Background: an optimization exercise with open tools, aiming at small area, a short achievable clock period and few clock cycles. Do not read the settings as production practice.
RTL that was checked went through simulation tests only; none was proved equivalent to the original.
No functional check of the RTL was part of runs 1 to 3.
Power figures rest on the tool's default switching activity, not on a simulated workload.

### flow/config.mk
export PLATFORM = sky130hd
export DESIGN_NAME = CPU
export DESIGN_NICKNAME = CPU
export VERILOG_FILES = /design/flow/design.v
export SDC_FILE = /design/flow/constraint.sdc
export NUM_CORES = 8
export LEC_CHECK = 0
export CAP_MARGIN = 20
export CORE_MARGIN = 2
export CORE_UTILIZATION = 30
export SLEW_MARGIN = 20
### flow/constraint.sdc
create_clock -name core_clock -period 12.0 [get_ports {clk}]
set_input_delay 2.4000 -clock core_clock [delete_from_list [all_inputs] [get_ports {clk}]]
set_output_delay 2.4000 -clock core_clock [all_outputs]
set_load 0.01 [all_outputs]
### flow/design.v
module ALU(
    input [31:0] a,
    input [31:0] b,
    input sub,           
    input f_and,
    input f_or,
    input f_xor,
    input f_nor,
    input f_slt,
    output [31:0] y,
    output [31:0] sum
);
    wire [31:0] bx = sub ? ~b : b;
    assign sum = a + bx + {31'd0, sub};
    wire lt = (a[31] ^ b[31]) ? a[31] : sum[31];
    wire [31:0] lg = ({32{f_and}} & (a & b)) |
                     ({32{f_or}}  & (a | b)) |
                     ({32{f_xor}} & (a ^ b)) |
                     ({32{f_nor}} & ~(a | b));
    wire logic_op = f_and | f_or | f_xor | f_nor;
    assign y = f_slt ? {31'd0, lt} : (logic_op ? lg : sum);
endmodule
module Registers(
    input clk,
    input rst,
    input [4:0] ra1,
    input [4:0] ra2,
    input en1,
    input en2,
    input [4:0] wa,
    input [31:0] wd,
    input we,
    output reg [31:0] rd1,
    output reg [31:0] rd2
);
    reg [31:0] regs [0:31];
    reg [31:0] valid;
    integer k;
    genvar i;
    generate
        for (i = 0; i < 32; i = i + 1) begin : row
            always @(posedge clk)
                if (we && wa == i)
                    regs[i] <= wd;
        end
    endgenerate
    always @(posedge clk, posedge rst)
        if (rst)
            valid <= 32'd0;
        else if (we)
            valid[wa] <= 1'b1;
    wire [3:0] h1 = 4'd1 << ra1[4:3];
    wire [7:0] l1 = 8'd1 << ra1[2:0];
    wire [3:0] h2 = 4'd1 << ra2[4:3];
    wire [7:0] l2 = 8'd1 << ra2[2:0];
    reg [31:0] g1 [0:3];
    reg [31:0] g2 [0:3];
    integer j;
    always @(*) begin
        for (j = 0; j < 4; j = j + 1) begin
            g1[j] = 32'd0; g2[j] = 32'd0;
            for (k = 0; k < 8; k = k + 1) begin
                g1[j] = g1[j] | ({32{l1[k] & valid[8*j+k]}} & regs[8*j+k]);
                g2[j] = g2[j] | ({32{l2[k] & valid[8*j+k]}} & regs[8*j+k]);
            end
        end
        rd1 = 32'd0; rd2 = 32'd0;
        for (j = 0; j < 4; j = j + 1) begin
            rd1 = rd1 | ({32{h1[j] & en1}} & g1[j]);
            rd2 = rd2 | ({32{h2[j] & en2}} & g2[j]);
        end
    end
endmodule
module CPU(
    input clk,
    input rst,
    output [7:0] mem_addr,
    output [31:0] mem_wdata,
    output mem_we,
    input [31:0] mem_rdata
);
    reg  [7:0] addr_q;    
    reg        data_q;    
    reg        dload_q;   
    reg  [4:0] lrd_d_q;   
    reg        lwb_q;     
    reg  [4:0] lrd_w_q;   
    reg        we_q;
    reg [31:0] wdata_q;
    reg  [5:0] nf_q;      
    reg        rv_q;      
    reg  [5:0] rpc_q;     
    reg        rpred_q;   
    reg        btb_v;
    reg  [5:0] btb_pc, btb_tgt;
    reg        e_v;
    reg        e_wr;      
    reg        e_lw, e_sw, e_br, e_bne;
    reg  [4:0] e_rd, e_rs, e_rt;
    reg        e_urs, e_urt;
    reg        e_bimm, e_sub, e_and, e_or, e_xor, e_nor, e_slt;
    reg  [5:0] e_tgt;     
    reg  [5:0] e_btgt;    
    reg  [5:0] e_pc;
    reg        e_back;    
    reg        e_mis;     
    reg        e_ceq;     
    reg [15:0] e_imm;
    reg [31:0] e_a, e_b;
    wire [31:0] ins = mem_rdata;
    wire [5:0] op = ins[31:26];
    wire [5:0] fn = ins[5:0];
    wire [4:0] rs = ins[25:21];
    wire [4:0] rt = ins[20:16];
    wire d_r   = op == 6'b000000;
    wire d_i   = ~op[5] & op[3];
    wire d_lw  = op == 6'b100011;
    wire d_sw  = op == 6'b101011;
    wire d_beq = op == 6'b000100;
    wire d_bne = op == 6'b000101;
    wire d_j   = op == 6'b000010;
    wire d_br  = d_beq | d_bne;
    wire d_wr  = d_r | d_i;
    wire d_urs = d_r | d_i | d_lw | d_sw | d_br;
    wire d_urt = d_r | d_sw | d_br;
    wire [4:0] d_rd = d_r ? ins[15:11] : rt;
    wire d_sub = d_r & (fn == 6'b100010 || fn == 6'b101010) | (op == 6'b001010);
    wire d_and = d_r & (fn == 6'b100100) | (op == 6'b001100);
    wire d_or  = d_r & (fn == 6'b100101) | (op == 6'b001101);
    wire d_xor = d_r & (fn == 6'b100110) | (op == 6'b001110);
    wire d_nor = d_r & (fn == 6'b100111);
    wire d_slt = d_r & (fn == 6'b101010) | (op == 6'b001010);
    wire d_bimm = ~d_r;
    wire [5:0] d_pc1 = rpc_q + 6'd1;
    wire [5:0] d_btgt = d_j ? ins[5:0] : d_pc1 + ins[5:0];
    wire d_back = d_br & ins[15] & ~rpred_q;
    wire d_pred = rpred_q | d_back;
    wire [5:0] d_tgt = d_pred ? d_pc1 : d_btgt;
    wire d_mis = d_br ? 1'b0 : (d_j ? ~d_pred : d_pred);
    wire d_ceq = d_bne ? d_pred : ~d_pred;
    wire [5:0] fa = addr_q[5:0];
    wire [31:0] res, sum;
    wire [31:0] bsel = e_bimm ? {{16{e_imm[15]}}, e_imm} : e_b;
    ALU alu (.a(e_a), .b(bsel), .sub(e_sub), .f_and(e_and), .f_or(e_or),
             .f_xor(e_xor), .f_nor(e_nor), .f_slt(e_slt), .y(res), .sum(sum));
    wire eq = e_a == e_b;
    wire lhaz = dload_q & ((e_urs & (e_rs == lrd_d_q)) |
                           (e_urt & (e_rt == lrd_d_q)) |
                           (e_wr  & (e_rd == lrd_d_q)));
    wire hold = lwb_q | (e_v & lhaz);
    wire ex = e_v & ~hold;
    wire redirect = ex & (e_mis | (e_br & (eq == e_ceq)));
    wire near = ~data_q & (e_tgt == fa);
    wire refetch = redirect & ~near;
    wire taken_back = ex & e_br & e_back & (eq ^ e_bne);
    wire memop = ex & (e_lw | e_sw);
    wire hit = btb_v & ~data_q & (fa == btb_pc);
    wire [5:0] seq = data_q ? nf_q : (hit ? btb_tgt : fa + 6'd1);
    wire d_redir = rv_q & d_back & ~hold & ~redirect;
    wire [5:0] resume = refetch ? e_tgt :
                        (rv_q & hold) ? rpc_q :
                        d_redir ? d_btgt : seq;
    assign mem_addr  = addr_q;
    assign mem_we    = we_q;
    assign mem_wdata = wdata_q;
    wire [31:0] rfa, rfb;
    wire        rf_we = lwb_q | (ex & e_wr);
    wire  [4:0] rf_wa = lwb_q ? lrd_w_q : e_rd;
    wire [31:0] rf_wd = lwb_q ? mem_rdata : res;
    wire byp_a = e_v & e_wr & (e_rd == rs);
    wire byp_b = e_v & e_wr & (e_rd == rt);
    wire en_a = ~hold & ~byp_a;
    wire en_b = ~hold & ~byp_b;
    wire fix_a = lwb_q & (e_rs == lrd_w_q);
    wire fix_b = lwb_q & (e_rt == lrd_w_q);
    wire [31:0] oth_a = hold ? (fix_a ? mem_rdata : e_a) : res;
    wire [31:0] oth_b = hold ? (fix_b ? mem_rdata : e_b) : res;
    Registers rf (.clk(clk), .rst(rst), .ra1(rs), .ra2(rt), .en1(en_a), .en2(en_b),
                  .wa(rf_wa), .wd(rf_wd), .we(rf_we), .rd1(rfa), .rd2(rfb));
    wire [31:0] a_next = rfa | (oth_a & {32{~en_a}});
    wire [31:0] b_next = rfb | (oth_b & {32{~en_b}});
    always @(posedge clk, posedge rst) begin
        if (rst) begin
            addr_q  <= 8'd0;
            data_q  <= 1'b0;
            dload_q <= 1'b0;
            lwb_q   <= 1'b0;
            we_q    <= 1'b0;
            rv_q    <= 1'b0;
            e_v     <= 1'b0;
            btb_v   <= 1'b0;
        end else begin
            addr_q  <= memop ? sum[9:2] : {2'b00, resume};
            data_q  <= memop;
            dload_q <= ex & e_lw;
            we_q    <= ex & e_sw;
            lwb_q   <= dload_q;
            rv_q    <= ~data_q & ~refetch & ~d_redir;
            if (!hold)
                e_v <= rv_q & ~redirect;
            if (taken_back)
                btb_v <= 1'b1;
        end
    end
    always @(posedge clk) begin
        nf_q    <= resume;
        rpc_q   <= fa;
        rpred_q <= hit;
        lrd_d_q <= e_rd;
        lrd_w_q <= lrd_d_q;
        wdata_q <= e_b;
        e_a     <= a_next;
        e_b     <= b_next;
        if (taken_back) begin
            btb_pc  <= e_pc;
            btb_tgt <= e_btgt;
        end
        if (!hold) begin
            e_imm  <= ins[15:0];
            e_rs   <= rs;
            e_rt   <= rt;
            e_rd   <= d_rd;
            e_urs  <= d_urs;
            e_urt  <= d_urt;
            e_wr   <= d_wr;
            e_lw   <= d_lw;
            e_sw   <= d_sw;
            e_br   <= d_br;
            e_bne  <= d_bne;
            e_bimm <= d_bimm;
            e_sub  <= d_sub;
            e_and  <= d_and;
            e_or   <= d_or;
            e_xor  <= d_xor;
            e_nor  <= d_nor;
            e_slt  <= d_slt;
            e_tgt  <= d_tgt;
            e_btgt <= d_btgt;
            e_pc   <= rpc_q;
            e_back <= ins[15];
            e_mis  <= d_mis;
            e_ceq  <= d_ceq;
        end
    end
endmodule
### flow/flow/run.sh
#!/bin/bash
# Standard ORFS layout, with the timing repair steps aiming for 8 ns of
# setup slack at the design's 12 ns clock (the design's constraints are
# unchanged; only how hard the repair works).
set -euo pipefail
bash standard.sh SETUP_SLACK_MARGIN=8 finish > standard_finish.log 2>&1
### flow/standard.sh
#!/bin/bash
# synth_recipe.tcl (not shown) runs the flow's synth.tcl, then flattens the netlist and writes it again
# the make line also repeats each setting of config.mk as NAME=value (left out here)
make -C /OpenROAD-flow-scripts/flow DESIGN_CONFIG=/design/flow/config.mk WORK_HOME=/design/flow/orfs CLKGATE_MAP_FILE= SYNTH_SCRIPT=/design/flow/synth_recipe.tcl "${@:-finish}"
==> results of run 1 <==
## critical path, stage by stage
cell and delay (ps):
buf_16 140, buf_16 150, and4b_2 240, buf_12 140
a22o_1 220, a221oi_2 210, nand3_1 110, o211ai_1 930
o21ai_2 270, a222oi_1 380, o21ai_1 100
## what timing repair did
action,in CTS,in global routing
cloned,43,35
gates resized for setup,443,479
setup endpoints to repair,938,1342
pin swaps,123,246
buffers inserted,118,189
## sequential cells by signal, indices dropped and copies added (netlist names), 6 cells and up
register	flops
nf_q	6
btb_tgt	6
e_pc	6
wdata_q	32
addr_q	8
e_btgt	6
rf.valid	32
btb_pc	6
e_a	32
e_b	32
e_tgt	6
e_imm	15
rf.regs	1024
rpc_q	6
## power groups by stage
| stage | clock network (W) | logic, W | registers, W |
|---|---|---|---|
| 2_1_floorplan | 0 | 0.00264 | 0.00684 |
| 6_report | 0.00425 | 0.00762 | 0.00699 |
| 3_5_place_dp | 0 | 0.00525 | 0.00705 |
| 3_3_place_gp | 0 | 0.00517 | 0.00704 |
| 4_1_cts | 0.00426 | 0.00600 | 0.00693 |
| 5_1_grt | 0.00443 | 0.00758 | 0.00698 |
## cell type report
| cell class | count | area (µm²) | area share |
|---|---|---|---|
| repair buffers | 599 | 7416 | 0.09672 |
| clock buffers | 161 | 3577 | 0.04665 |
| flip-flops and latches | 1267 | 36630 | 0.4777 |
| diodes | 5 | 12.51 | 0.0001632 |
| well taps | 2624 | 3283 | 0.04282 |
| multi-input cells | 2748 | 24520 | 0.3198 |
| clock inverters | 83 | 847.1 | 0.01105 |
| inverters | 95 | 387.9 | 0.005059 |
## stage by stage
stage               total power, W  cells  hold WS, ps  setup WS (ps)
floorplan                 0.009480   4469        371.7           7760
global placement           0.01222   6948        401.5           5950
detailed placement         0.01229   6948        406.2           5983
CTS                        0.01718   7353        415.7           7939
global route               0.01899   7579        423.7           7574
finish                     0.01886   7582        418.5           7398
## layer usage
| metal | track usage | vias up |
|---|---|---|
| li1 | - | 19191 |
| met1 | 0.3190 | 24481 |
| met2 | 0.3607 | 4909 |
| met3 | 0.09833 | 1136 |
| met4 | 0.1742 | 20 |
| met5 | 0.008303 | - |
## kinds of logic after synthesis
family          Yosys count
xor+xnor                153
simple gates            702
buf+inv                 468
flops                  1267
mux                     127
fa+ha+maj               114
compound gates         1638
## cell usage in the layout (no fill, tap or decap), types with 33 or more instances in the layout
cell / count
buf_6: 61
a22o_1: 250
a221oi_2: 146
dfxtp_1: 117
edfxtp_1: 1101
dfrtp_1: 41
buf_12: 89
clkbuf_16: 167
dlygate4sd2_1: 43
inv_1: 91
o21ai_1: 52
xnor2_1: 80
nand2_1: 144
a31oi_1: 61
nor2_1: 76
mux2i_1: 85
buf_4: 297
a221oi_1: 118
nor2_4: 34
o21ai_0: 37
o22ai_1: 33
xor2_1: 56
ha_1: 94
nand4_1: 86
o21bai_1: 33
a22oi_1: 528
o211ai_1: 43
a21oi_1: 42
nand3_1: 88
## worst paths after layout
path | cells after the start | endpoint | from
setup reg to reg | 6 | rf.regs[28][3] | e_slt
min in group asynchronous | 3 | addr_q[7] | rst
max in group asynchronous | 3 | rf.valid[10] | rst
hold reg to reg | 0 | btb_tgt[1] | e_btgt[1]
setup / recovery | 11 | e_b[30] | mem_rdata[17]
hold / removal | 0 | btb_tgt[1] | e_btgt[1]
==> flow_summary.yaml, run 1 <==
grt:
  grt_max_degree: 74
  grt_usage: 0.2551
  first_global_vias: 43956
  antenna_found_initial: 21
  overflow: 0
  grt_pass1_wl_mm: 358.8
clocking:
  ctsHoldBuffers: 0
  clk_latency_ps: 830
  cts_tree: "done"
  cts_max_path_buffers: 3
  cts_sinks: 1267
  cts_root_buf: "clkbuf_16"
  clkSlewWorstSetupHoldPaths_ps: 70
  cts_made_buffers: 133
  h-tree-depth: 4
routing:
  drt_wl_total_mm: 275.8
  wl_met1_mm: 94.56
  dr.max_layer_used: "met5"
  routed_via_density: 6.560
  wl_met2_mm: 111.5
  antenna_left: 0
  dr.pass1.iters: 13
  met3_length_mm: 43.47
  wl_per_cell_um: 36.37
  drc: 0
  vias: 49737
  drtIter0Drc: 10323
yosys:
  synthArstFlopShare: 0.03710
  syn-num-nets: 4617
  synth_top_area_frac: 0.5631
  yosysTopAreaCell: "edfxtp_1"
  synth.distinct_cells: 83
  synth_area_leaders: "edfxtp_1, a22oi_1, dfxtp_1"
  yosysMostFrequentCell: "edfxtp_1"
  synth_seq_cells: 1267
  synth_top_family_by_area: "compound AO/OA/AOI/OAI gates"
  syn_inst: 4469
  yosys.area_share.xor_xnor: 0.02282
  synth_compound_area_frac: 0.2102
  synthSimpleGateAreaFrac: 0.06553
  synth_edf_count: 1101
  yosysSeqAreaShare: 0.6237
  synth_area_um2: 58720
  synthAdderAreaFrac: 0.02455
  syn_area_per_cell_um2: 13.14
  muxShareOfSynthArea: 0.02242
  synth_common_cells: "edfxtp_1, a22oi_1, clkbuf_1"
  ys.warnings.count: 5
  synth_ff_type: "edfxtp_1"
die:
  io-pin-count: 75
  die_h_um: 446.4
  die_w_um: 446.4
  start_util: 0.3014
  core-area_um2: 194800
  dieArea_um2: 199300
  rows: 162
power:
  switching_share: 0.3976
  clkPwrFrac: 0.225
  seqPwrFrac: 0.371
  p_leak_nw: 25.66
  p_int_w: 0.01136
  power_density_nw_per_um2: 246.0
  vdd_drop_max_mv: 0.2001
  p_comb_frac: 0.404
  p_sw_w: 0.007499
min_path:
  holdCritPathClass: "reg2reg"
place:
  finalWeightedCongestion: 1.068
  hpwl_mm: 151.1
  io_buffers: 74
  post_dp_cell_area_um2: 63860
sta:
  setup-tns-final_ps: 0
  relSlewSlack: 0.06283
  fmax_mhz: 217.3
  setup_violations: 0
  hold_viol_final: 0
  drv_slew: 0
  final.min_clock_period_ps: 4602
  clock_skew_ps: 53.17
  grt_setup_unrepaired: "true"
  fin_crit_sh: 0.3835
  worstMarginPinSlew_ps: 1402
worst_setup_path:
  end_kind: "flip-flop"
  cp-start-kind: "primary input"
  worst-r2r-setup-slack_ps: 7490
  crit_arrival_ps: 5310
  cp.required_ps: 12700
  worstSetupPathType: "in2reg"
  timing.critical_path.fanout_max: 6
final_layout:
  drive_gt1_frac: 0.2788
  utilization: 0.3936
  final_area_um2: 76670
  fillerInstances: 17795
  fin_nets: 4992
  area_growth_pct: 30.59
job:
  drv_cap: 0
status:
  status: "finished clean"
==> run 2: changes to the inputs <==
==> flow/run.sh (new file) <==
#!/bin/bash
# synth_recipe.tcl (not shown) runs the flow's synth.tcl, then flattens the netlist and writes it again
# the make line also repeats each setting of config.mk as NAME=value (left out here)
make -C /OpenROAD-flow-scripts/flow DESIGN_CONFIG=/design/flow/config.mk WORK_HOME=/design/flow/orfs CLKGATE_MAP_FILE= SYNTH_SCRIPT=/design/flow/synth_recipe.tcl finish
--- a/flow/config.mk
+++ b/flow/config.mk
@@ -9,3 +9,4 @@
 export CORE_MARGIN = 2
 export CORE_UTILIZATION = 30
+export SETUP_SLACK_MARGIN = 5
 export SLEW_MARGIN = 20
removed: flow/flow/run.sh
removed: flow/standard.sh
==> flow_summary.yaml, run 2 <==
status:
  status: "finished clean"
grt:
  first_global_vias: 42655
  busiest_layer: "met2"
  met2_usage: 0.3365
  grtUsageMet1: 0.2985
  grt_max_degree: 70
  antenna_found_initial: 26
  overflow: 0
  grt_usage: 0.2338
  grt_pass1_wl_mm: 333.6
  grtUsageMet3: 0.08521
power:
  vdd_drop_max_mv: 0.2152
  p_sw_w: 0.006404
  p_comb_frac: 0.322
  total_power_w: 0.01660
  power_density_nw_per_um2: 245.8
  clkPwrFrac: 0.257
  switching_share: 0.3858
  seqPwrFrac: 0.420
  p_int_w: 0.01019
  p_leak_nw: 21.84
routing:
  routed_via_density: 6.352
  drt_wl_total_mm: 240.9
  wl_per_cell_um: 33.38
  drc: 0
  dr.pass1.iters: 11
  vias: 45841
  antenna_left: 0
  drtIter0Drc: 8394
yosys:
  synth_top_area_frac: 0.5631
  synthArstFlopShare: 0.03710
  synth_edf_count: 1101
  synth_seq_cells: 1267
  syn_area_per_cell_um2: 13.14
  yosysMostFrequentCell: "edfxtp_1"
  synth_common_cells: "edfxtp_1, a22oi_1, clkbuf_1"
  yosysSeqAreaShare: 0.6237
  synth_area_leaders: "edfxtp_1, a22oi_1, dfxtp_1"
  syn_inst: 4469
  ys.warnings.count: 5
  synth_area_um2: 58720
  yosysTopAreaCell: "edfxtp_1"
  syn-num-nets: 4617
  synth_ff_type: "edfxtp_1"
  synth.distinct_cells: 83
final_layout:
  layout_commonest_cell: "edfxtp_1"
  area_growth_pct: 14.99
  utilization: 0.3466
  largest_reg_flops: 1024
  final_cell_mix: "edfxtp_1, a22oi_1, a221oi_1"
  fin_nets: 4621
  drive_gt1_frac: 0.1082
  largest-register: "rf.regs"
die:
  rows: 162
  dieArea_um2: 199300
  start_util: 0.3014
  die_w_um: 446.4
  core-area_um2: 194800
  io-pin-count: 75
  die_h_um: 446.4
sta:
  setup-tns-final_ps: 0
  fmax_mhz: 178.2
  final.min_clock_period_ps: 5612
  setup_violations: 0
  relSlewSlack: 0.1827
  grt_setup_unrepaired: "false"
  fin_crit_sh: 0.4677
  drv_slew: 0
  clock_skew_ps: 49.30
  hold_viol_final: 0
  worstMarginPinSlew_ps: 1220
worst_setup_path:
  slowest_stage: "or3_1"
  cp-start-kind: "primary input"
  worstSetupPathType: "in2reg"
  r2r-start: "e_bimm"
  cp.required_ps: 12670
  cpMostUsedCell: "or3_1"
  worstReg2RegEnd: "rf.regs[11][21]"
  end_kind: "flip-flop"
  path_cells: "clkdlybuf4s50_1 -> buf_4 -> xnor2_1 -> nand4_1 -> or3_1 -> nand2_2 -> or3_1 -> a31oi_1 -> a2111oi_0 -> o21ai_1"
  crit_path_max_incr_delay_ps: 630
  r2r_cells: 14
  crit_arrival_ps: 6290
  timing.critical_path.fanout_max: 31
  worst-r2r-setup-slack_ps: 6450
place:
  io_buffers: 74
  hpwl_mm: 147.7
  finalWeightedCongestion: 1.002
clocking:
  cts_made_buffers: 135
  clkSlewWorstSetupHoldPaths_ps: 70
  ctsHoldBuffers: 0
  cts_max_path_buffers: 3
  h-tree-depth: 4
  cts_setup_buffers: 0
  cts_root_buf: "clkbuf_16"
  cts_resized: 0
  clk_latency_ps: 830
  cts_sinks: 1267
  cts_tree: "done"
min_path:
  min_path_cells: 0
  holdCritPathClass: "reg2reg"
  holdPathEnd: "btb_pc[5]"
  min-delay-start: "e_pc[5]"
job:
  drv_cap: 0
## run 2: cell count changes in the layout (fill, tap and decap cells not counted), moves of 32 or more
cell	before	now
a221oi_1	118	270
a221oi_2	146	0
buf_4	297	168
buf_12	89	0
o21ai_0	37	103
buf_6	61	0
a21oi_1	42	95
clkdlybuf4s50_1	15	65
dlygate4sd2_1	43	0
o21ai_1	52	18
a31oi_1	61	93
## run 2: worst max path at each step
stage,start,to,cells after the start
final,mem_rdata[21],e_a[19],10
after global routing,e_bimm,rf.regs[5][21],14
after CTS,e_bimm,rf.regs[11][21],14
after detailed placement,mem_rdata[21],e_a[19],10
after global placement,mem_rdata[21],e_a[19],10
after floorplan,e_bimm,rf.regs[0][24],14
## run 2: layer usage
layer | part of all wire | up-vias
met3 | 0.15 | 736
li1 | - | 18364
met2 | 0.42 | 3930
met4 | 0.070 | 10
met5 | 0.00032 | -
met1 | 0.37 | 22801
## run 2: power by group through the flow
| stage | clock, W | sequential, W | combinational [W] |
|---|---|---|---|
| detailed placement | 0 | 0.00703 | 0.00508 |
| global placement | 0 | 0.00703 | 0.00500 |
| global route | 0.00448 | 0.00699 | 0.00550 |
| floorplan | 0 | 0.00685 | 0.00250 |
| finish | 0.00427 | 0.00698 | 0.00535 |
| CTS | 0.00430 | 0.00695 | 0.00509 |
## run 2: layout make-up
cell class	count	area (µm²)
diodes	10	25.02
clock buffers	163	3567
clock inverters	84	942.2
fillers	18732	127300
inverters	95	359.1
multi-input cells	2734	20770
flip-flops and latches	1267	36620
well taps	2624	3283
repair buffers	240	1947
## run 2: cell families (layout without fill, tap and decap cells)
logic type                 Yosys count  in the layout  synth area share
adders and majority gates          114            114           0.02455
buffers and inverters              468            582           0.03079
and+or+nand+nor                    702            702           0.06553
AOI/OAI and AO/OA                 1638           1638            0.2102
other                                0             10                 0
xor gates and xnor gates           153            153           0.02282
DFF                               1267           1267            0.6237
muxes                              127            127           0.02242
## run 2: critical path, delay by kind of cell
kind	cells	cell delay [ps]
AO/OA/AOI/OAI	3	860
XOR/XNOR	1	190
buffers and inverters	2	890
AND/OR/NAND/NOR	4	1910
## run 2: stage by stage
stage	hold WS (ps)	cell area (µm²)	std cells	setup WS, ps
CTS	418.8	67490	7207	6658
global route	423.2	67500	7210	6249
detailed placement	405.2	62980	6960	5805
global placement	400.8	62970	6960	5815
floorplan	371.7	58720	4469	6870
finish	421.0	67520	7217	6388
==> run 3: changes to the inputs <==
==> flow/flow/run.sh (new file) <==
#!/bin/bash
# Standard ORFS layout, with the timing repair steps aiming for 7 ns of
# setup slack at the design's 12 ns clock (the design's constraints are
# unchanged; only how hard the repair works).
set -euo pipefail
bash standard.sh SETUP_SLACK_MARGIN=7 finish > standard_finish.log 2>&1
==> flow/standard.sh (new file) <==
#!/bin/bash
# synth_recipe.tcl (not shown) runs the flow's synth.tcl, then flattens the netlist and writes it again
# the make line also repeats each setting of config.mk as NAME=value (left out here)
make -C /OpenROAD-flow-scripts/flow DESIGN_CONFIG=/design/flow/config.mk WORK_HOME=/design/flow/orfs CLKGATE_MAP_FILE= SYNTH_SCRIPT=/design/flow/synth_recipe.tcl "${@:-finish}"
--- a/flow/config.mk
+++ b/flow/config.mk
@@ -9,4 +9,3 @@
 export CORE_MARGIN = 2
 export CORE_UTILIZATION = 30
-export SETUP_SLACK_MARGIN = 5
 export SLEW_MARGIN = 20
removed: flow/run.sh
==> flow_summary.yaml, run 3 <==
status:
  status: "finished clean"
routing:
  antenna_left: 0
  drc: 0
  wl_per_cell_um: 33.95
  dr.pass1.iters: 8
  routed_via_density: 6.393
  drt_wl_total_mm: 245.0
  vias: 46129
  drtIter0Drc: 8615
worst_setup_path:
  slowest_stage: "o211ai_1"
  r2r-start: "e_bimm"
  cp_num_buf_inv: 3
  cp.required_ps: 12670
  path_cells: "clkdlybuf4s50_1 -> buf_12 -> nor2_1 -> and3_1 -> buf_4 -> a22oi_1 -> nand3_1 -> o211ai_1 -> o21ai_0 -> nand2_1 -> o221ai_1"
  worst-r2r-setup-slack_ps: 7220
  end_kind: "flip-flop"
  cp-start-kind: "primary input"
  cp_top_family: "compound AO/OA/AOI/OAI gates"
  crit_arrival_ps: 5820
  r2r_cells: 14
  crit_path_max_incr_delay_ps: 860
  worstReg2RegEnd: "rf.regs[15][17]"
  worstSetupPathType: "in2reg"
  timing.critical_path.fanout_max: 32
clocking:
  h-tree-depth: 4
  cts_root_buf: "clkbuf_16"
  cts_tree: "done"
  ctsHoldBuffers: 0
  cts_max_path_buffers: 3
  clkSlewWorstSetupHoldPaths_ps: 60
  cts_made_buffers: 138
  cts_sinks: 1267
  clk_latency_ps: 840
  cts_setup_buffers: 0
sta:
  worstMarginPinSlew_ps: 1111
  setup-tns-final_ps: 0
  final.min_clock_period_ps: 5158
  drv_slew: 0
  setup_violations: 0
  grt_setup_unrepaired: "true"
  fin_crit_sh: 0.4299
  setup_ws_ps: 6842
  fmax_mhz: 193.9
  relSlewSlack: 0.2380
  hold_viol_final: 0
  clock_skew_ps: 49.04
power:
  p_leak_nw: 21.83
  vdd_drop_max_mv: 0.2205
  power_density_nw_per_um2: 245.6
yosys:
  yosysSeqAreaShare: 0.6237
  yosysTopAreaCell: "edfxtp_1"
  syn_area_per_cell_um2: 13.14
  synthArstFlopShare: 0.03710
  synth_ff_type: "edfxtp_1"
  synth_top_area_frac: 0.5631
  synth_area_um2: 58720
  synth_seq_cells: 1267
  yosysMostFrequentCell: "edfxtp_1"
  ys.warnings.count: 5
  syn-num-nets: 4617
  syn_inst: 4469
  synth.distinct_cells: 83
  synth_area_leaders: "edfxtp_1, a22oi_1, dfxtp_1"
  synth_common_cells: "edfxtp_1, a22oi_1, clkbuf_1"
  synth_edf_count: 1101
die:
  die_w_um: 446.4
  die_h_um: 446.4
  io-pin-count: 75
  rows: 162
  dieArea_um2: 199300
  core-area_um2: 194800
  start_util: 0.3014
final_layout:
  drive_gt1_frac: 0.1131
  largest-register: "rf.regs"
  layout_commonest_cell: "edfxtp_1"
  largest_reg_flops: 1024
  area_growth_pct: 15.01
  fillerInstances: 18716
  fin_nets: 4627
  final_cell_mix: "edfxtp_1, a22oi_1, a221oi_1"
place:
  io_buffers: 74
  hpwl_mm: 149.7
  place_ws_ps: 5879
  finalWeightedCongestion: 1.032
grt:
  grt_usage: 0.2374
  met2_usage: 0.3427
  overflow: 0
  grtUsageMet3: 0.09149
  busiest_layer: "met2"
  first_global_vias: 42531
  grt_max_degree: 76
  grt_pass1_wl_mm: 337.5
  grtUsageMet1: 0.3026
  antenna_found_initial: 19
job:
  drv_cap: 0
min_path:
  min-delay-start: "e_btgt[5]"
  holdCritPathClass: "reg2reg"
  holdPathEnd: "btb_tgt[5]"
  min_path_cells: 0
-- run 3: metrics by stage --
step	hold slack [ps]	power (W)	instance area, µm²	instances	utilization
2_1_floorplan	371.7	0.009353	58720	4469	-
3_3_place_gp	400.5	0.01206	63000	6963	0.3234
3_5_place_dp	404.5	0.01214	63000	6963	0.3234
4_1_cts	418.1	0.01626	67400	7205	0.3460
5_1_grt	426.8	0.01691	67500	7206	0.3465
6_report	417.1	0.01659	67530	7215	0.3467
-- run 3: kinds of logic (layout without fill, tap and decap cells) --
| family | Yosys count | in the layout | share of synthesized area |
|---|---|---|---|
| flip-flops | 1267 | 1267 | 0.6237 |
| adder cells (fa/ha/maj) | 114 | 114 | 0.02455 |
| multiplexers | 127 | 127 | 0.02242 |
| buffers and inverters | 468 | 580 | 0.03079 |
| AND/OR/NAND/NOR | 702 | 702 | 0.06553 |
| AO/OA/AOI/OAI | 1638 | 1638 | 0.2102 |
| XOR/XNOR | 153 | 153 | 0.02282 |
| other | 0 | 10 | 0 |
-- run 3: layer usage --
layer  routed length, µm  part of all wire
met1               88890              0.36
met2              102400              0.42
met3               36760              0.15
met4               16800             0.069
met5                  92           0.00038
-- run 3: worst max-delay path by stage --
stage | depth (start not counted) | to | from
global route | 11 | e_a[11] | mem_rdata[21]
global placement | 12 | e_a[26] | mem_rdata[21]
CTS | 11 | e_a[7] | mem_rdata[21]
finish | 11 | e_a[1] | mem_rdata[21]
floorplan | 13 | rf.regs[0][20] | e_bimm
detailed placement | 12 | e_a[26] | mem_rdata[21]
-- run 3: cell type report --
type                            count  area, µm²  area share
Tap cell                         2624       3283     0.04862
Clock buffer                      171       3692     0.05468
Timing Repair Buffer              243       1988     0.02944
Antenna cell                       10      25.02   0.0003706
Sequential cell                  1267      36620      0.5423
Multi-Input combinational cell   2734      20910      0.3096
Inverter                           95      361.6    0.005355
Clock inverter                     71      648.1    0.009598
-- run 3: power breakdown --
part	leakage [nW]	switching (W)	total (W)	internal, W
combinational	8.08	0.00416	0.00545	0.00128
clock	2.11	0.00183	0.00416	0.00233
sequential	11.6	0.000448	0.00698	0.00653
-- run 3: timing repair --
action,4_1_cts,5_1_grt
pin swaps,0,1
setup endpoints to repair,159,196
resized for setup,14,28
gates cloned,0,0
==> run 4: changes to the inputs <==
--- a/flow/design.v
+++ b/flow/design.v
@@ -2,5 +2,6 @@
     input [31:0] a,
     input [31:0] b,
-    input sub,           
+    input sub,
+    input selL,
     input f_and,
     input f_or,
@@ -8,9 +9,8 @@
     input f_nor,
     input f_slt,
-    output [31:0] y,
-    output [31:0] sum
+    output [31:0] y
 );
-    wire [31:0] bx = sub ? ~b : b;
-    assign sum = a + bx + {31'd0, sub};
+    wire [31:0] bx = b ^ {32{sub}};
+    wire [31:0] sum = a + bx + {31'd0, sub};
     wire lt = (a[31] ^ b[31]) ? a[31] : sum[31];
     wire [31:0] lg = ({32{f_and}} & (a & b)) |
@@ -18,6 +18,6 @@
                      ({32{f_xor}} & (a ^ b)) |
                      ({32{f_nor}} & ~(a | b));
-    wire logic_op = f_and | f_or | f_xor | f_nor;
-    assign y = f_slt ? {31'd0, lt} : (logic_op ? lg : sum);
+    assign y[31:1] = selL ? lg[31:1] : sum[31:1];
+    assign y[0] = f_slt ? lt : (selL ? lg[0] : sum[0]);
 endmodule
 module Registers(
@@ -99,5 +99,6 @@
     reg  [4:0] e_rd, e_rs, e_rt;
     reg        e_urs, e_urt;
-    reg        e_bimm, e_sub, e_and, e_or, e_xor, e_nor, e_slt;
+    reg        e_sub, e_selL, e_and, e_or, e_xor, e_nor, e_slt;
+    reg        e_fa, e_fb;    
     reg  [5:0] e_tgt;     
     reg  [5:0] e_btgt;    
@@ -106,6 +107,9 @@
     reg        e_mis;     
     reg        e_ceq;     
-    reg [15:0] e_imm;
+    reg  [9:0] e_imm;     
     reg [31:0] e_a, e_b;
+    reg        w_v;
+    reg  [4:0] w_rd;
+    reg [31:0] r_q;
     wire [31:0] ins = mem_rdata;
     wire [5:0] op = ins[31:26];
@@ -131,5 +135,5 @@
     wire d_nor = d_r & (fn == 6'b100111);
     wire d_slt = d_r & (fn == 6'b101010) | (op == 6'b001010);
-    wire d_bimm = ~d_r;
+    wire d_selL = d_and | d_or | d_xor | d_nor | d_slt;
     wire [5:0] d_pc1 = rpc_q + 6'd1;
     wire [5:0] d_btgt = d_j ? ins[5:0] : d_pc1 + ins[5:0];
@@ -139,10 +143,11 @@
     wire d_mis = d_br ? 1'b0 : (d_j ? ~d_pred : d_pred);
     wire d_ceq = d_bne ? d_pred : ~d_pred;
-    wire [5:0] fa = addr_q[5:0];
-    wire [31:0] res, sum;
-    wire [31:0] bsel = e_bimm ? {{16{e_imm[15]}}, e_imm} : e_b;
-    ALU alu (.a(e_a), .b(bsel), .sub(e_sub), .f_and(e_and), .f_or(e_or),
-             .f_xor(e_xor), .f_nor(e_nor), .f_slt(e_slt), .y(res), .sum(sum));
-    wire eq = e_a == e_b;
+    wire [31:0] a = e_fa ? r_q : e_a;
+    wire [31:0] b = e_fb ? r_q : e_b;
+    wire [31:0] res;
+    ALU alu (.a(a), .b(b), .sub(e_sub), .selL(e_selL), .f_and(e_and), .f_or(e_or),
+             .f_xor(e_xor), .f_nor(e_nor), .f_slt(e_slt), .y(res));
+    wire eq = a == b;
+    wire [9:0] daddr = a[9:0] + e_imm;
     wire lhaz = dload_q & ((e_urs & (e_rs == lrd_d_q)) |
                            (e_urt & (e_rt == lrd_d_q)) |
@@ -151,4 +156,5 @@
     wire ex = e_v & ~hold;
     wire redirect = ex & (e_mis | (e_br & (eq == e_ceq)));
+    wire [5:0] fa = addr_q[5:0];
     wire near = ~data_q & (e_tgt == fa);
     wire refetch = redirect & ~near;
@@ -165,17 +171,15 @@
     assign mem_wdata = wdata_q;
     wire [31:0] rfa, rfb;
-    wire        rf_we = lwb_q | (ex & e_wr);
-    wire  [4:0] rf_wa = lwb_q ? lrd_w_q : e_rd;
-    wire [31:0] rf_wd = lwb_q ? mem_rdata : res;
-    wire byp_a = e_v & e_wr & (e_rd == rs);
-    wire byp_b = e_v & e_wr & (e_rd == rt);
+    wire byp_a = w_v & (w_rd == rs);
+    wire byp_b = w_v & (w_rd == rt);
     wire en_a = ~hold & ~byp_a;
-    wire en_b = ~hold & ~byp_b;
-    wire fix_a = lwb_q & (e_rs == lrd_w_q);
-    wire fix_b = lwb_q & (e_rt == lrd_w_q);
-    wire [31:0] oth_a = hold ? (fix_a ? mem_rdata : e_a) : res;
-    wire [31:0] oth_b = hold ? (fix_b ? mem_rdata : e_b) : res;
+    wire en_b = ~hold & ~byp_b & ~d_i;
+    wire fix_a = lwb_q & e_urs & (e_rs == lrd_w_q);
+    wire fix_b = lwb_q & e_urt & (e_rt == lrd_w_q);
+    wire [31:0] se = {{16{ins[15]}}, ins[15:0]};
+    wire [31:0] oth_a = hold ? (fix_a ? mem_rdata : a) : r_q;
+    wire [31:0] oth_b = hold ? (fix_b ? mem_rdata : b) : (d_i ? se : r_q);
     Registers rf (.clk(clk), .rst(rst), .ra1(rs), .ra2(rt), .en1(en_a), .en2(en_b),
-                  .wa(rf_wa), .wd(rf_wd), .we(rf_we), .rd1(rfa), .rd2(rfb));
+                  .wa(w_rd), .wd(r_q), .we(w_v), .rd1(rfa), .rd2(rfb));
     wire [31:0] a_next = rfa | (oth_a & {32{~en_a}});
     wire [31:0] b_next = rfb | (oth_b & {32{~en_b}});
@@ -189,7 +193,8 @@
             rv_q    <= 1'b0;
             e_v     <= 1'b0;
+            w_v     <= 1'b0;
             btb_v   <= 1'b0;
         end else begin
-            addr_q  <= memop ? sum[9:2] : {2'b00, resume};
+            addr_q  <= memop ? daddr[9:2] : {2'b00, resume};
             data_q  <= memop;
             dload_q <= ex & e_lw;
@@ -197,4 +202,5 @@
             lwb_q   <= dload_q;
             rv_q    <= ~data_q & ~refetch & ~d_redir;
+            w_v     <= lwb_q | (ex & e_wr);
             if (!hold)
                 e_v <= rv_q & ~redirect;
@@ -209,5 +215,7 @@
         lrd_d_q <= e_rd;
         lrd_w_q <= lrd_d_q;
-        wdata_q <= e_b;
+        wdata_q <= b;
+        r_q     <= lwb_q ? mem_rdata : res;
+        w_rd    <= lwb_q ? lrd_w_q : e_rd;
         e_a     <= a_next;
         e_b     <= b_next;
@@ -216,6 +224,11 @@
             btb_tgt <= e_btgt;
         end
-        if (!hold) begin
-            e_imm  <= ins[15:0];
+        if (hold) begin
+            e_fa <= 1'b0;
+            e_fb <= 1'b0;
+        end else begin
+            e_fa   <= e_v & e_wr & (e_rd == rs);
+            e_fb   <= e_v & e_wr & (e_rd == rt) & ~d_i;
+            e_imm  <= ins[9:0];
             e_rs   <= rs;
             e_rt   <= rt;
@@ -228,6 +241,6 @@
             e_br   <= d_br;
             e_bne  <= d_bne;
-            e_bimm <= d_bimm;
             e_sub  <= d_sub;
+            e_selL <= d_selL;
             e_and  <= d_and;
             e_or   <= d_or;
==> flow/flow/run.sh (replaced) <==
#!/bin/bash
# Standard ORFS layout, with the timing repair steps aiming for 8 ns of
# setup slack at the design's 12 ns clock (the design's constraints are
# unchanged; only how hard the repair works).
set -euo pipefail
bash standard.sh SETUP_SLACK_MARGIN=8 finish > standard_finish.log 2>&1
==> flow_summary.yaml, run 4 <==
yosys:
  synth_area_um2: 59720
  synth_area_leaders: "edfxtp_1, a22oi_1, dfxtp_1"
  syn-num-nets: 4701
  synth_edf_count: 1096
  ys.warnings.count: 5
  yosysSeqAreaShare: 0.6242
  yosysTopAreaCell: "edfxtp_1"
  synthArstFlopShare: 0.03687
  syn_inst: 4550
  syn_area_per_cell_um2: 13.13
  synth_top_area_frac: 0.5511
  synth_common_cells: "edfxtp_1, a22oi_1, clkbuf_1"
  synth_seq_cells: 1302
  synth_ff_type: "edfxtp_1"
  synth.distinct_cells: 83
  yosysMostFrequentCell: "edfxtp_1"
die:
  dieArea_um2: 202700
  io-pin-count: 75
  start_util: 0.3022
  core-area_um2: 197600
  die_w_um: 450.2
  die_h_um: 450.2
  rows: 163
worst_setup_path:
  cp.required_ps: 12670
  end_kind: "flip-flop"
  worstSetupPathType: "in2reg"
  crit_path_max_incr_delay_ps: 680
  crit_arrival_ps: 5270
  timing.critical_path.fanout_max: 36
  path_cells: "buf_4 -> buf_6 -> buf_12 -> buf_12 -> nand4_1 -> o211ai_1 -> nand3_1 -> o21ai_2 -> o21ai_2"
  cp-start-kind: "primary input"
  slowest_stage: "o211ai_1"
clocking:
  cts_max_path_buffers: 3
  clk_latency_ps: 840
  h-tree-depth: 4
  cts_made_buffers: 142
  cts_sinks: 1302
  cts_tree: "done"
  ctsHoldBuffers: 0
  cts_root_buf: "clkbuf_16"
  clkSlewWorstSetupHoldPaths_ps: 60
sta:
  final.min_clock_period_ps: 4601
  fin_crit_sh: 0.3834
  setup_ws_ps: 7399
  worstMarginPinSlew_ps: 1122
  relSlewSlack: 0.2523
  clock_skew_ps: 59.22
  setup_violations: 0
  fmax_mhz: 217.4
  drv_slew: 0
  grt_setup_unrepaired: "true"
  hold_viol_final: 0
  setup-tns-final_ps: 0
place:
  io_buffers: 74
  hpwl_mm: 151.2
  finalWeightedCongestion: 0.9751
  place_ws_ps: 5515
routing:
  dr.pass1.iters: 7
  vias: 48930
  wl_per_cell_um: 36.43
  drtIter0Drc: 9867
  drt_wl_total_mm: 275.2
  drc: 0
  routed_via_density: 6.478
  antenna_left: 0
grt:
  grt_usage: 0.2548
  first_global_vias: 44964
  grt_pass1_wl_mm: 365.9
  grt_max_degree: 65
  antenna_found_initial: 28
  overflow: 0
final_layout:
  fin_nets: 4931
  seq_area_um2: 37290
  largest-register: "rf.regs"
  final_cell_mix: "edfxtp_1, a22oi_1, a22o_1"
  largest_reg_flops: 1024
  multi_input_area_um2: 22950
  layout_commonest_cell: "edfxtp_1"
  fillerInstances: 18245
  area_growth_pct: 25.10
  drive_gt1_frac: 0.2322
min_path:
  holdCritPathClass: "reg2reg"
job:
  drv_cap: 0
power:
  vdd_drop_max_mv: 0.1543
  p_leak_nw: 25.78
  power_density_nw_per_um2: 203.7
status:
  status: "finished clean"
## run 4: cell types whose count changed in the layout (fill, tap and decap cells not counted), sizes merged, moves of 28 or more
| cell | change |
|---|---|
| a21oi | +57 |
| clkdlybuf4s50 | -53 |
| a22oi | -28 |
| nand3 | +60 |
| o21bai | -28 |
| a31oi | -40 |
| clkbuf | +30 |
| buf | +200 |
| nor2 | +49 |
| dlygate4sd2 | +43 |
| nand2 | -62 |
| o211ai | +29 |
| dfxtp | +39 |
## run 4: final cells by class
class / count / area share
tap: 2640 / 0.04421
sequential: 1302 / 0.4991
antenna: 17 / 0.0005694
multi-input combinational: 2757 / 0.3072
inverter: 95 / 0.004789
timing repair buffer: 482 / 0.08284
clock buffer: 180 / 0.05111
clock inverter: 80 / 0.01016
## run 4: power breakdown
part | internal [W] | total (W) | switching (W)
combinational | 0.00152 | 0.00474 | 0.00322
clock | 0.00241 | 0.00435 | 0.00194
sequential | 0.00585 | 0.00613 | 0.000278
total | 0.00978 | 0.0152 | 0.00544
## run 4: final timing paths
check	startpoint	endpoint	slack [ps]	cells past startpoint
hold / removal	e_pc[0]	btb_pc[0]	410	0
hold reg to reg	e_pc[0]	btb_pc[0]	410	0
max in group asynchronous	rst	rf.valid[5]	9320	3
min in group asynchronous	rst	data_q	2100	3
setup reg to reg	e_fb	addr_q[1]	8000	12
setup / recovery	mem_rdata[24]	e_a[18]	7400	9
## run 4: through the flow
stage          total power (W)  cell area [µm²]  instances  hold WS, ps    util
2_1_floorplan         0.008388            60910       4550        353.9       -
5_1_grt                0.01555            74680       7537        419.3  0.3779
4_1_cts                0.01482            72730       7462        412.0  0.3680
6_report               0.01522            74720       7553        410.3  0.3781
3_3_place_gp           0.01015            64190       7035        373.6  0.3248
3_5_place_dp           0.01021            64190       7035        364.4  0.3248
## run 4: cell families after synthesis
group,count (synthesis),share of synthesized area
AO/OA/AOI/OAI,1661,0.2096
flip-flops,1302,0.6242
AND/OR/NAND/NOR,684,0.05807
buffers and inverters,493,0.03293
multiplexers,149,0.02937
XOR/XNOR,144,0.02112
adder cells (fa/ha/maj),117,0.02476
## run 4: timing repair
item | in CTS | in global routing
setup endpoints to repair | 173 | 85
resized for setup | 519 | 247
pin swaps | 97 | 127
cloned | 42 | 18
buffers inserted | 125 | 56
## run 4: per-layer routing
metal	vias up	global-route usage	share of wire
li1	19050	-	-
met1	24211	0.3086	0.34
met2	4563	0.3670	0.41
met3	1092	0.1024	0.15
met4	14	0.1811	0.092
met5	-	0	0.00046
## run 4: worst max-delay path, delay by kind of cell
family | cells | cell delay [ps]
buffers and inverters | 4 | 1120
AOI/OAI and AO/OA | 3 | 910
and+or+nand+nor | 2 | 750
Testbench counts of run 4, summed over its fixed seeds: cycles 23,353.
==> run 5: changes to the inputs <==
--- a/flow/config.mk
+++ b/flow/config.mk
@@ -8,4 +8,6 @@
 export CAP_MARGIN = 20
 export CORE_MARGIN = 2
-export CORE_UTILIZATION = 30
+export CORE_UTILIZATION = 50
+export CTS_BUF_LIST = sky130_fd_sc_hd__clkbuf_8
+export PLACE_DENSITY = 0.8
 export SLEW_MARGIN = 20
==> flow_summary.yaml, run 5 <==
grt:
  grt_max_degree: 65
  grt_usage: 0.3808
  overflow: 0
  grt_pass1_wl_mm: 331.5
  antenna_found_initial: 22
  first_global_vias: 44869
clocking:
  cts_max_path_buffers: 3
  h-tree-depth: 4
  cts_root_buf: "clkbuf_8"
  ctsHoldBuffers: 0
  clkSlewWorstSetupHoldPaths_ps: 70
  clk_latency_ps: 990
  cts_made_buffers: 200
  cts_tree: "done"
  cts_sinks: 1302
final_layout:
  utilization: 0.5940
  fillerInstances: 8709
  largest_reg_flops: 1024
  fin_nets: 4826
  stdcell_count: 6396
  area_growth_pct: 17.61
  largest-register: "rf.regs"
  layout_commonest_cell: "edfxtp_1"
  drive_gt1_frac: 0.1993
  final_cell_mix: "edfxtp_1, a22oi_1, a22o_1"
yosys:
  yosysTopAreaCell: "edfxtp_1"
  muxShareOfSynthArea: 0.02937
  synth_top_area_frac: 0.5511
  yosysMostFrequentCell: "edfxtp_1"
  synthArstFlopShare: 0.03687
  synth_area_leaders: "edfxtp_1, a22oi_1, dfxtp_1"
  synth_edf_count: 1096
  synth_common_cells: "edfxtp_1, a22oi_1, clkbuf_1"
  synth_compound_area_frac: 0.2096
  yosys.area_share.xor_xnor: 0.02112
  synthAdderAreaFrac: 0.02476
  synth_area_um2: 59720
  yosysSeqAreaShare: 0.6242
  synth_top_family_by_area: "compound AO/OA/AOI/OAI gates"
  synth_seq_cells: 1302
  syn_inst: 4550
  synth.distinct_cells: 83
  synthSimpleGateAreaFrac: 0.05807
  syn-num-nets: 4701
  synth_ff_type: "edfxtp_1"
  ys.warnings.count: 5
  syn_area_per_cell_um2: 13.13
routing:
  antenna_left: 0
  drc: 0
  dr.pass1.iters: 19
  wl_per_cell_um: 37.98
  vias: 48963
  routed_via_density: 7.655
  drtIter0Drc: 11530
  drt_wl_total_mm: 242.9
sta:
  hold_viol_final: 0
  fmax_mhz: 230.9
  worstMarginPinSlew_ps: 1243
  fin_crit_sh: 0.3609
  grt_setup_unrepaired: "true"
  setup_violations: 0
  setup-tns-final_ps: 0
  drv_slew: 0
  clock_skew_ps: 71.99
  final.min_clock_period_ps: 4330
  relSlewSlack: 0.1679
die:
  rows: 126
  dieArea_um2: 122200
  start_util: 0.5051
  core-area_um2: 118200
  die_w_um: 349.6
  die_h_um: 349.6
  io-pin-count: 75
place:
  io_buffers: 74
  finalWeightedCongestion: 1.090
  dp_cells: 5921
  hpwl_mm: 138.8
min_path:
  min_path_cells: 0
  min-delay-start: "dload_q"
  holdPathEnd: "lwb_q"
  holdCritPathClass: "reg2reg"
worst_setup_path:
  r2r_cells: 12
  critPathLaunch: "mem_rdata[16]"
  worstSetupPathType: "in2reg"
  cp.required_ps: 12910
  worstReg2RegEnd: "nf_q[4]"
  worst-r2r-setup-slack_ps: 8010
  end_kind: "flip-flop"
  cp-start-kind: "primary input"
  crit_arrival_ps: 5240
  r2r-start: "e_fb"
  timing.critical_path.fanout_max: 32
power:
  p_leak_nw: 24.51
  power_density_nw_per_um2: 209.5
  vdd_drop_max_mv: 0.1383
job:
  drv_cap: 0
status:
  status: "finished clean"
[run 5: cell counts after synthesis]
Identical to the previous run, type by type.
[run 5: worst max path at each step]
stage	end	slack, ps
final	e_b[30]	7670
after global routing	e_b[30]	7800
after CTS	e_a[28]	7880
after detailed placement	e_a[28]	5690
after global placement	e_a[28]	5780
after floorplan	e_b[11]	7790
[run 5: critical path, cell delays in order]
cell      delay (ps)
buf_6            240
nand2_2           90
nor2_2           300
and2_1           190
buf_4            510
a22oi_1          140
nand4_1          270
o211ai_1         560
o211ai_1         320
o21a_1           150
[run 5: cells by family (layout without fill, tap and decap cells)]
kind of cell | count (synthesis) | count (layout)
AOI/OAI and AO/OA | 1661 | 1661
DFF | 1302 | 1302
and+or+nand+nor | 684 | 684
buffers and inverters | 493 | 789
muxes | 149 | 149
xor gates and xnor gates | 144 | 144
adders and majority gates | 117 | 117
other | 0 | 14
[run 5: where the power goes]
part | switching [W] | leakage (nW) | internal (W)
clock | 0.00185 | 2.33 | 0.00211
combinational | 0.00321 | 10.2 | 0.00141
sequential | 0.000283 | 12.0 | 0.00585
total | 0.00534 | 24.5 | 0.00937
[run 5: routing by layer]
metal,vias to the layer above,part of all wire,global-route usage
met5,-,0.0012,0.01845
li1,18826,-,-
met2,5560,0.39,0.5238
met4,16,0.094,0.2569
met3,1371,0.20,0.1973
met1,23190,0.31,0.4613
[run 5: repair_timing]
item | 4_1_cts | 5_1_grt
gates cloned | 13 | 12
pin swaps | 54 | 70
endpoints found under the hold margin | 0 | 0
endpoints found under the setup margin | 154 | 108
resized for setup | 395 | 219
setup buffers | 17 | 45
[run 5: area by class of cell]
type	instances	area, µm²	share of cell area
Sequential cell	1302	37290	0.5309
Inverter	95	357.8	0.005095
Antenna cell	14	35.03	0.0004988
Clock inverter	157	1280	0.01822
Multi-Input combinational cell	2755	22520	0.3206
Clock buffer	216	2973	0.04233
Timing Repair Buffer	321	3862	0.05499
Tap cell	1536	1922	0.02736
[run 5: metrics by stage]
step | hold slack, ps | power (W) | worst slack [ps] | cell area (µm²)
finish | 410.4 | 0.01471 | 7670 | 70240
CTS | 403.9 | 0.01416 | 7882 | 68780
global placement | 376.3 | 0.01005 | 5780 | 62730
detailed placement | 378.4 | 0.01014 | 5691 | 62730
global route | 407.5 | 0.01495 | 7799 | 70220
floorplan | 353.9 | 0.008388 | 7787 | 60910
==> run 6: changes to the inputs <==
--- a/flow/config.mk
+++ b/flow/config.mk
@@ -10,4 +10,3 @@
 export CORE_UTILIZATION = 50
 export CTS_BUF_LIST = sky130_fd_sc_hd__clkbuf_8
-export PLACE_DENSITY = 0.8
 export SLEW_MARGIN = 20
==> flow_summary.yaml, run 6 <==
worst_setup_path:
  cp-start-kind: "primary input"
  cpMostUsedCell: "buf_12"
  end_kind: "flip-flop"
  worstSetupPathType: "in2reg"
  slowest_stage: "nand4_1"
  crit_arrival_ps: 5160
  timing.critical_path.fanout_max: 11
  cp.required_ps: 12800
  crit_path_max_incr_delay_ps: 860
  path_cells: "buf_6 -> buf_12 -> and3b_2 -> and2_4 -> buf_12 -> a221oi_2 -> nand4_1 -> o211ai_1 -> a31oi_1"
  r2r_cells: 13
routing:
  drtIter0Drc: 9036
  drc: 0
  vias: 48278
  drt_wl_total_mm: 262.4
  antenna_left: 0
  dr.pass1.iters: 9
  wl_per_cell_um: 40.30
  routed_via_density: 7.415
min_path:
  holdCritPathClass: "reg2reg"
  min_path_cells: 0
sta:
  fin_crit_sh: 0.3636
  clock_skew_ps: 70.54
  drv_slew: 0
  setup-tns-final_ps: 0
  setup_violations: 0
  worstMarginPinSlew_ps: 1245
  final.min_clock_period_ps: 4363
  hold_viol_final: 0
  grt_setup_unrepaired: "true"
  fmax_mhz: 229.2
  hold_slack_ps: 387.1
  relSlewSlack: 0.1700
die:
  start_util: 0.5051
  core-area_um2: 118200
  die_h_um: 349.6
  rows: 126
  die_w_um: 349.6
  io-pin-count: 75
  dieArea_um2: 122200
yosys:
  syn-num-nets: 4701
  yosysSeqAreaShare: 0.6242
  yosysMostFrequentCell: "edfxtp_1"
  synth_seq_cells: 1302
  ys.warnings.count: 5
  synth_common_cells: "edfxtp_1, a22oi_1, clkbuf_1"
  synth_area_um2: 59720
  synth_area_leaders: "edfxtp_1, a22oi_1, dfxtp_1"
  synthArstFlopShare: 0.03687
  synth_ff_type: "edfxtp_1"
  syn_inst: 4550
  syn_area_per_cell_um2: 13.13
  synth_top_area_frac: 0.5511
  synth_edf_count: 1096
  synth.distinct_cells: 83
  yosysTopAreaCell: "edfxtp_1"
final_layout:
  utilization: 0.6012
  largest_reg_flops: 1024
  largest-register: "rf.regs"
  area_growth_pct: 19.04
  fillerInstances: 9276
  fin_nets: 4936
  layout_commonest_cell: "edfxtp_1"
  final_cell_mix: "edfxtp_1, a22oi_1, a22o_1"
  drive_gt1_frac: 0.2172
  stdcell_count: 6511
clocking:
  ctsHoldBuffers: 0
  cts_made_buffers: 213
  cts_max_path_buffers: 3
  cts_tree: "done"
  clk_latency_ps: 1000
  cts_root_buf: "clkbuf_8"
  h-tree-depth: 4
  cts_sinks: 1302
  clkSlewWorstSetupHoldPaths_ps: 60
status:
  status: "finished clean"
grt:
  grt_usage: 0.4098
  overflow: 0
  grt_pass1_wl_mm: 348.6
  grt_max_degree: 88
  first_global_vias: 44301
  antenna_found_initial: 15
place:
  finalWeightedCongestion: 0.9540
  hpwl_mm: 148.5
  io_buffers: 74
  dp_cells: 5928
power:
  p_leak_nw: 24.99
  vdd_drop_max_mv: 0.1820
  power_density_nw_per_um2: 205.7
job:
  drv_cap: 0
==> run 6: cell counts after synthesis <==
Identical to the previous run, type by type.
==> run 6: report_power, final <==
part / leakage, nW / internal [W] / switching, W
clock: 2.35 / 0.00195 / 0.00192
sequential: 12.0 / 0.00585 / 0.000286
combinational: 10.7 / 0.00146 / 0.00315
==> run 6: metrics by stage <==
| stage | setup WS (ps) | cell area (µm²) | power, W |
|---|---|---|---|
| floorplan | 7787 | 60910 | 0.008388 |
| global placement | 5985 | 62810 | 0.01017 |
| detailed placement | 5996 | 62810 | 0.01020 |
| CTS | 8000 | 69090 | 0.01419 |
| global route | 7836 | 71080 | 0.01496 |
| finish | 7637 | 71090 | 0.01462 |
==> run 6: kinds of logic after synthesis <==
| kind of cell | Yosys count | synth area share |
|---|---|---|
| adders and majority gates | 117 | 0.02476 |
| and+or+nand+nor | 684 | 0.05807 |
| xor gates and xnor gates | 144 | 0.02112 |
| AOI/OAI and AO/OA | 1661 | 0.2096 |
| muxes | 149 | 0.02937 |
| buffers and inverters | 493 | 0.03293 |
| DFF | 1302 | 0.6242 |
==> run 6: final timing paths <==
path | slack, ps | from | end
min in group asynchronous | 1950 | rst | addr_q[6]
setup / recovery | 7640 | mem_rdata[17] | e_b[23]
setup reg to reg | 8080 | e_fa | addr_q[2]
hold reg to reg | 390 | dload_q | lwb_q
hold / removal | 390 | dload_q | lwb_q
max in group asynchronous | 9440 | rst | addr_q[2]
==> run 6: final cells by class <==
class	count	area, µm²	area share
Antenna cell	7	17.52	0.0002464
Inverter	95	361.6	0.005086
Timing Repair Buffer	416	4982	0.07008
Sequential cell	1302	37290	0.5246
Tap cell	1536	1922	0.02703
Clock inverter	168	997.2	0.01403
Clock buffer	230	3166	0.04453
Multi-Input combinational cell	2757	22350	0.3144
==> run 6: worst max-delay path: cells and delay by family <==
kind	cells	cell delay [ps]
AOI/OAI and AO/OA	3	1040
buffers and inverters	3	440
and+or+nand+nor	3	1240
==> run 6: per-layer routing <==
layer / part of all wire / up-vias / routed length, µm / GRT usage
li1: - / 19074 / - / -
met1: 0.35 / 23858 / 91340 / 0.5205
met2: 0.41 / 4394 / 107500 / 0.5672
met3: 0.16 / 942 / 42510 / 0.1770
met4: 0.080 / 10 / 20930 / 0.2726
met5: 0.00028 / - / 74 / 0
==> run 6: timing repair <==
item / CTS / global route
setup buffers: 43 / 92
setup endpoints to repair: 156 / 82
resized for setup: 477 / 204
endpoints found under the hold margin: 0 / 0
pin swaps: 65 / 78
gates cloned: 22 / 20
==> run 7: changes to the inputs <==
==> flow/flow/run.sh (replaced) <==
#!/bin/bash
# Standard ORFS layout, with the timing repair steps aiming for 8.5 ns of
# setup slack at the design's 12 ns clock (the design's constraints are
# unchanged; only how hard the repair works).
set -euo pipefail
bash standard.sh SETUP_SLACK_MARGIN=8.5 finish > standard_finish.log 2>&1
==> flow_summary.yaml, run 7 <==
yosys:
  synth_area_leaders: "edfxtp_1, a22oi_1, dfxtp_1"
  syn_inst: 4550
  synth.distinct_cells: 83
  yosysMostFrequentCell: "edfxtp_1"
  synth_area_um2: 59720
  synth_ff_type: "edfxtp_1"
  synth_top_area_frac: 0.5511
  syn-num-nets: 4701
  synthArstFlopShare: 0.03687
  yosysTopAreaCell: "edfxtp_1"
  ys.warnings.count: 5
  syn_area_per_cell_um2: 13.13
  synth_common_cells: "edfxtp_1, a22oi_1, clkbuf_1"
  yosysSeqAreaShare: 0.6242
  synth_edf_count: 1096
  synth_seq_cells: 1302
final_layout:
  largest-register: "rf.regs"
  drive_gt1_frac: 0.3243
  largest_reg_flops: 1024
  layout_commonest_cell: "edfxtp_1"
  area_growth_pct: 29.90
  final_cell_mix: "edfxtp_1, a22oi_1, buf_4"
  stdcell_count: 6783
  fin_nets: 5201
power:
  p_leak_nw: 27.75
  power_density_nw_per_um2: 200.4
  vdd_drop_max_mv: 0.1675
routing:
  antenna_left: 0
  drtIter0Drc: 10648
  drt_wl_total_mm: 284.4
  drc: 0
  dr.pass1.iters: 7
  routed_via_density: 7.564
  vias: 51310
  wl_per_cell_um: 41.93
sta:
  fmax_mhz: 233.8
  drv_slew: 0
  relSlewSlack: 0.1064
  setup_violations: 0
  final.min_clock_period_ps: 4277
  setup-tns-final_ps: 0
  fin_crit_sh: 0.3564
  hold_viol_final: 0
  grt_setup_unrepaired: "true"
  worstMarginPinSlew_ps: 1335
  clock_skew_ps: 78.97
worst_setup_path:
  worst-r2r-setup-slack_ps: 8140
  crit_arrival_ps: 5080
  timing.critical_path.fanout_max: 32
  crit_end: "e_b[26]"
  cp.required_ps: 12810
  r2r-start: "e_fb"
  cp-start-kind: "primary input"
  r2r_cells: 15
  path_cells: "buf_12 -> buf_6 -> buf_16 -> nor2_4 -> and2_1 -> buf_6 -> a221oi_2 -> nand3_1 -> o211ai_1 -> a31oi_1"
  worstReg2RegEnd: "addr_q[1]"
  slowest_stage: "o211ai_1"
  worstSetupPathType: "in2reg"
  crit_path_max_incr_delay_ps: 1070
  end_kind: "flip-flop"
  critPathLaunch: "mem_rdata[18]"
  cpMostUsedCell: "buf_6"
place:
  finalWeightedCongestion: 1.019
  hpwl_mm: 145.5
  io_buffers: 74
  dp_cells: 5937
clocking:
  clk_latency_ps: 1000
  cts_sinks: 1302
  h-tree-depth: 4
  cts_max_path_buffers: 3
  clkSlewWorstSetupHoldPaths_ps: 70
  cts_tree: "done"
  cts_root_buf: "clkbuf_8"
  ctsHoldBuffers: 0
  cts_made_buffers: 213
grt:
  grtUsageMet3: 0.2084
  grtUsageMet1: 0.5552
  first_global_vias: 46993
  busiest_layer: "met2"
  overflow: 0
  grt_max_degree: 93
  grt_pass1_wl_mm: 380.4
  antenna_found_initial: 29
  grt_usage: 0.4513
  met2_usage: 0.6128
die:
  dieArea_um2: 122200
  start_util: 0.5051
  die_w_um: 349.6
  rows: 126
  io-pin-count: 75
  die_h_um: 349.6
  core-area_um2: 118200
status:
  status: "finished clean"
min_path:
  holdCritPathClass: "reg2reg"
  min-delay-start: "e_btgt[0]"
job:
  drv_cap: 0
[run 7: critical path: cells and delay by family]
family | cells | cell delay [ps]
and+or+nand+nor | 3 | 420
AOI/OAI and AO/OA | 3 | 1600
buffers and inverters | 4 | 600
[run 7: cells by family after synthesis]
logic type | after synthesis | synth area share
muxes | 149 | 0.02937
and+or+nand+nor | 684 | 0.05807
buffers and inverters | 493 | 0.03293
adders and majority gates | 117 | 0.02476
AOI/OAI and AO/OA | 1661 | 0.2096
DFF | 1302 | 0.6242
xor gates and xnor gates | 144 | 0.02112
[run 7: timing repair]
action                     4_1_cts  5_1_grt
gates cloned                    77        5
buffers inserted               248      101
resized for setup             1165      245
setup endpoints to repair      174      146
pin swaps                      323      259
[run 7: per-stage QoR]
step / util / setup slack (ps) / hold WS [ps] / cell area (µm²) / total power [W]
finish: 0.6561 / 7723 / 408.5 / 77580 / 0.01555
global route: 0.6560 / 7880 / 401.2 / 77560 / 0.01585
CTS: 0.6383 / 8051 / 389.7 / 75470 / 0.01491
detailed placement: 0.5330 / 5365 / 404.5 / 63020 / 0.01020
global placement: 0.5328 / 5117 / 401.5 / 63000 / 0.01016
floorplan: - / 7787 / 353.9 / 61190 / 0.008410
[run 7: final cells by class]
| type | count | area (µm²) |
|---|---|---|
| Clock buffer | 234 | 3221 |
| Timing Repair Buffer | 680 | 9062 |
| Clock inverter | 167 | 999.7 |
| Fill cell | 8399 | 40660 |
| Antenna cell | 11 | 27.53 |
| Tap cell | 1536 | 1922 |
| Sequential cell | 1302 | 37330 |
| Multi-Input combinational cell | 2758 | 24650 |
| Inverter | 95 | 369.1 |
[run 7: worst min path at each step]
| stage | to | depth (start not counted) |
|---|---|---|
| after floorplan | lwb_q | 0 |
| after global placement | btb_pc[2] | 0 |
| after detailed placement | btb_pc[3] | 0 |
| after CTS | lrd_w_q[2] | 0 |
| after global routing | lrd_w_q[2] | 0 |
| final | btb_tgt[0] | 0 |
[run 7: metal layers]
layer	wire length (µm)	vias to the layer above	part of all wire
met5	700	-	0.0025
met2	113100	5297	0.40
met3	48970	1275	0.17
met4	27340	26	0.096
met1	94270	25070	0.33
li1	-	19642	-
[run 7: report_power, final]
group | total, W | internal [W] | switching (W)
clock network | 0.00391 | 0.00198 | 0.00192
logic | 0.00545 | 0.00196 | 0.00348
registers | 0.00620 | 0.00586 | 0.000341

## static timing again, ports no longer ideal
In the flow no input, the clock included, has a driving cell. The finished layouts below were timed again as built, in two steps. Step 1 assumes that a clkbuf_16 drives the clock port and a buf_2 every other input. Step 2 also shifts input and output timing later by t, the mid clock arrival at the registers, as if the neighbouring blocks saw the same clock. Slacks: no drivers / after step 1 / after step 2; pairs: no drivers / after step 1.
run	t (ns)	setup WS [ns]	worst setup path at the end	worst data-port slew with drivers (ns)
run 1	0.897	7.398 / 7.246 / 6.349	input to register	0.39
run 2	0.895	6.388 / 6.451 / 5.556	input to register	0.09
run 3	0.901	6.842 / 6.870 / 5.969	input to register	0.08
run 4	0.893	7.399 / 7.452 / 6.560	input to register	0.23
run 5	1.028	7.670 / 7.637 / 6.609	input to register	0.11
run 6	1.040	7.637 / 7.660 / 6.620	input to register	0.08
run 7	1.033	7.723 / 7.734 / 6.701	input to register	0.06
After both steps every run listed still meets setup and hold. For run 5, which loses most, drivers alone change the setup slack by -0.033 ns; drivers and shift together by -1.061 ns.
